Source: an optimization exercise on an open RTL-to-GDS flow (aim: small area). Production flows keep margins and buffers that such runs may drop.
Only simulation tests tie the RTL to the original design; equivalence was not proved.
The clock input has no modelled driver; a real chip could not lean on it and would need a root buffer or a full tree.
No activity file was given, so power comes from the tool's default toggle rates.

== run A ==
// Car_alarm_system
module Car_alarm_system(in,reset,power,siren,stat,clk);
 input reset,clk;
 input [4:0]in;
 output power,siren,stat;
 wire brk = in[4], hids = in[3], ign = in[2], dd = in[1], pd = in[0];
 wire door = dd | pd;
 reg pp, pw;
 always @(posedge clk) begin
   pp <= ign & ((pp & ~reset) | (hids & brk));
   pw <= pp & ~reset;
 end
 assign power = pw;
 localparam [8:0] D_RST = 9'd432;  
 reg [8:0] d;
 reg hh, ckk;
 wire g = (d[7:0] == 8'd236);
 wire tick = ~reset & g;
 always @(posedge clk) begin
   d <= reset ? D_RST : {d[7:0], d[8] ^ d[3] ^ g};
   hh <= ~reset & (hh ^ g);
   ckk <= ~reset & (ckk ^ (hh & g));
 end
 wire ck = ~reset & ckk;
 localparam [3:0] S_DR = 4'b0000, S_A0 = 4'b0001, S_EB = 4'b1000, S_AR = 4'b0100,
                  S_AL = 4'b1100, S_AC = 4'b1101;
 reg [3:0] q;
 wire [3:0] qs = reset ? S_A0 : q;
 wire is_a0 = (qs[3:2] != 2'b11) & ~qs[1] & qs[0];
 wire is_ea = qs[1];
 wire is_ar = qs == S_AR, is_eb = qs == S_EB, is_dr = qs == S_DR;
 wire is_al = qs == S_AL, is_ac = qs == S_AC;
 wire star = is_ar | is_ea | is_ac;
 wire [1:0] st = is_ea ? (qs[0] ? 2'd2 : 2'd1) : is_ac ? 2'd3 : 2'd0;
 reg k, start;
 wire start_v = star & (k | start);
 reg [3:0] count;
 reg [1:0] p;
 reg cr;
 wire cr_s = cr & ~reset;
 wire cz = (count == 4'd0);
 wire exp = cr_s & ~cz;
 wire [3:0] val = (p == 2'd0) ? 4'd10 : (p == 2'd1) ? 4'd8 : (p == 2'd2) ? 4'd15 : 4'd3;
 always @(posedge clk) begin
   k <= star & ~k;
   start <= start_v;
   p <= st;
   if (cr_s) begin
     if (tick & ~start) begin count <= val; cr <= 1'b0; end
     else begin count <= cz ? count : count - 4'd1; cr <= 1'b1; end
   end else begin
     cr <= tick & start & cz;
     if (~start) count <= val;
     else if (tick) count <= cz ? 4'd4 : count - 4'd1;
   end
 end
 wire [3:0] a0 = {1'b0, ck, 2'b01};
 reg [3:0] nq;
 always @* begin
   nq = qs;
   if (ign) nq = S_DR;
   else if (door) begin
     if (is_a0) nq = {1'b0, ck, 1'b1, pd};
     else if (is_dr | is_ar) nq = S_EB;
     else if (is_eb | is_ea) nq = exp ? S_AL : qs;
     else nq = S_AL;
   end else begin
     if (is_a0) nq = a0;
     else if (is_dr | is_eb) nq = S_AR;
     else if (is_ar | is_ac) nq = exp ? a0 : qs;
     else if (is_al) nq = S_AC;
     else nq = start_v ? a0 : S_AR;  
   end
 end
 always @(posedge clk) q <= nq;
 assign siren = ~reset & q[3] & q[2];
  ...
clock: 15.0 ns
lec_check: 0
cap_margin: 20
core_margin: 2
core_utilization: 40
slew_margin: 20
standard.sh (not shown) runs the stock make flow with config.mk's settings and CLKGATE_MAP_FILE= SYNTH_SCRIPT=/design/flow/synth_recipe.tcl, a recipe that flattens the netlist after the stock synthesis.
==> flow/flow/run.sh <==
#!/bin/bash
# The standard layout (the standard.sh, ORFS from synthesis to finish) with
# two changes: the port buffers that buffer_ports inserts are buf_1 cells, and
# clock tree synthesis inserts no dummy loads. The make output goes to
# standard.log; ORFS keeps each step's log under orfs/logs/.
set -euo pipefail
export BUFFER_PORTS_ARGS="-buffer_cell sky130_fd_sc_hd__buf_1"
export CTS_ARGS="-repair_clock_nets -dont_use_dummy_load -buf_list sky130_fd_sc_hd__clkbuf_8 -root_buf sky130_fd_sc_hd__clkbuf_8"
bash standard.sh > standard.log 2>&1
The following lists how run B was set up differently from run A:
Settings: CTS_BUF_LIST now sky130_fd_sc_hd__clkbuf_8, previously not set.
==> flow/run.sh (new file) <==
#!/bin/bash
# synth_recipe.tcl (not shown) runs the flow's synth.tcl, then flattens the netlist and writes it again
# the make line also repeats each setting of config.mk as NAME=value (left out here)
make -C /OpenROAD-flow-scripts/flow DESIGN_CONFIG=/design/flow/config.mk WORK_HOME=/design/flow/orfs CLKGATE_MAP_FILE= SYNTH_SCRIPT=/design/flow/synth_recipe.tcl finish
removed: flow/flow/run.sh
removed: flow/standard.sh
==> comparison <==
Both conditions hold for run A: the flow ran to the end and the final layout passed the timing, design-rule and antenna checks. Run B finished every step from synthesis to the final layout, and the layout passed the timing, design-rule and antenna checks. Side by side, via density per instance turned out higher in run B than in run A. Total wire length after detailed routing: higher on run A. Final hold slack up 8.8 ps in run B wrt run A.
Input-level comparison between run C and run B:
Settings: a deleted CTS_BUF_LIST that had been sky130_fd_sc_hd__clkbuf_8.
==> flow/flow/run.sh (new file) <==
#!/bin/bash
# The standard layout (the standard.sh, ORFS from synthesis to finish) with
# two changes: the port buffers that buffer_ports inserts are buf_1 cells, and
# clock tree synthesis inserts no dummy loads. The make output goes to
# standard.log; ORFS keeps each step's log under orfs/logs/.
set -euo pipefail
export BUFFER_PORTS_ARGS="-buffer_cell sky130_fd_sc_hd__buf_1"
export CTS_ARGS="-sink_clustering_enable -repair_clock_nets -dont_use_dummy_load -buf_list sky130_fd_sc_hd__clkbuf_8"
bash standard.sh > standard.log 2>&1
==> flow/standard.sh (new file) <==
#!/bin/bash
# synth_recipe.tcl (not shown) runs the flow's synth.tcl, then flattens the netlist and writes it again
# the make line also repeats each setting of config.mk as NAME=value (left out here)
make -C /OpenROAD-flow-scripts/flow DESIGN_CONFIG=/design/flow/config.mk WORK_HOME=/design/flow/orfs CLKGATE_MAP_FILE= SYNTH_SCRIPT=/design/flow/synth_recipe.tcl "${@:-finish}"
removed: flow/run.sh
Notes after the runs:
- Run C packs its core looser than run B.
- Run C ended with less clock share of power than run B.
- Of run B and run C, the run reporting the higher pre-CTS worst setup slack was run C.
- Run C vs run B, power share of the sequential group went up by 8.6 points.
## Diff of input files: run D against run C
diff --git a/flow/flow/run.sh b/flow/flow/run.sh
--- a/flow/flow/run.sh
+++ b/flow/flow/run.sh
@@ -8 +8,2 @@
-export CTS_ARGS="-sink_clustering_enable -repair_clock_nets -dont_use_dummy_load -buf_list sky130_fd_sc_hd__clkbuf_8"
+export CTS_ARGS="-sink_clustering_enable -repair_clock_nets -dont_use_dummy_load -buf_list sky130_fd_sc_hd__clkbuf_8 -root_buf sky130_fd_sc_hd__clkbuf_8"
+export POST_CTS_TCL="$PWD/flow/post_cts.tcl"
==> flow/flow/post_cts.tcl (new file) <==
# Remove the clock tree's root buffer: the clock port then drives the leaf
# buffers directly (two of them for this design).
set block [ord::get_db_block]
set clk_net [$block findNet clk]
foreach it [$clk_net getITerms] {
  set root [$it getInst]
  set out_net [[$root findITerm X] getNet]
  set n 0
  foreach l [$out_net getITerms] { if {[$l getInst] != $root} { incr n } }
  if {$n > 4} { continue }
  foreach l [$out_net getITerms] {
    if {[$l getInst] != $root} { $l disconnect; $l connect $clk_net }
  }
  puts "post_cts: removed root buffer [$root getName] ($n loads moved to clk)"
  odb::dbInst_destroy $root
  odb::dbNet_destroy $out_net
  break
}
estimate_parasitics -placement
==> results.txt <==
Run D finished end to end and its layout was clean on timing, DRC and antenna.
Delta(static leakage, run D - run C) < 0
For the post-layout minimum cycle time, run D came in 13 ps lower than run C did.
Cell area power density went down by a few percent going from run C to run D.
Run D vs run C, final design utilization went down by 0.46 points.
In run D relative to run C, number of vias after detailed routing had gone up slightly.
The worst hold slack was comparable across run C and run D.
Inputs modified between run D and run E:
diff --git a/flow/flow/run.sh b/flow/flow/run.sh
--- a/flow/flow/run.sh
+++ b/flow/flow/run.sh
@@ -8,2 +8 @@
-export CTS_ARGS="-sink_clustering_enable -repair_clock_nets -dont_use_dummy_load -buf_list sky130_fd_sc_hd__clkbuf_8 -root_buf sky130_fd_sc_hd__clkbuf_8"
-export POST_CTS_TCL="$PWD/flow/post_cts.tcl"
+export CTS_ARGS="-sink_clustering_enable -sink_clustering_size 40 -sink_clustering_max_diameter 500 -repair_clock_nets -dont_use_dummy_load -buf_list sky130_fd_sc_hd__clkbuf_8 -root_buf sky130_fd_sc_hd__clkbuf_8"
removed: flow/flow/post_cts.tcl
### Flow results
The flow did not stop early for run E: all stages ran, and the layout cleared the timing, design-rule and antenna checks.
Per the comparison of run E with run D, worst-margin pin slew higher, wire length after detailed routing rose 0.47%, net load switching power up about 9%, portion of the clock cycle consumed by the worst path in the final layout neither gained nor lost much.

==> what the ideal ports hide <==
Ports are ideal in the flow. The routed layouts listed here were re-timed in OpenROAD. Step 1 assumes that a clkbuf_16 drives the clock port and a buf_2 every other input. Step 2 also shifts input and output timing later by t, the mid clock arrival at the registers, as if the neighbouring blocks saw the same clock. Slacks: no drivers / after step 1 / after step 2; pairs: no drivers / after step 1.
| run | shift t [ns] | slack for setup (ns) | clock arrival spread, ns | worst data-port slew with drivers (ns) | cell pins on the clock port's net |
|---|---|---|---|---|---|
| run A | 0.283 | 7.813 / 7.784 / 7.784 | 0.013 / 0.012 | 0.03 | 1 |
| run B | 0.286 | 7.169 / 7.141 / 7.141 | 0.003 / 0.003 | 0.03 | 1 |
| run C | 0.283 | 7.813 / 7.784 / 7.784 | 0.013 / 0.012 | 0.03 | 1 |
| run D | 0.173 | 7.826 / 7.797 / 7.797 | 0.014 / 0.013 | 0.03 | 2 |
| run E | 0.283 | 7.813 / 7.784 / 7.784 | 0.013 / 0.012 | 0.03 | 1 |
After both steps every run listed still meets setup and hold.
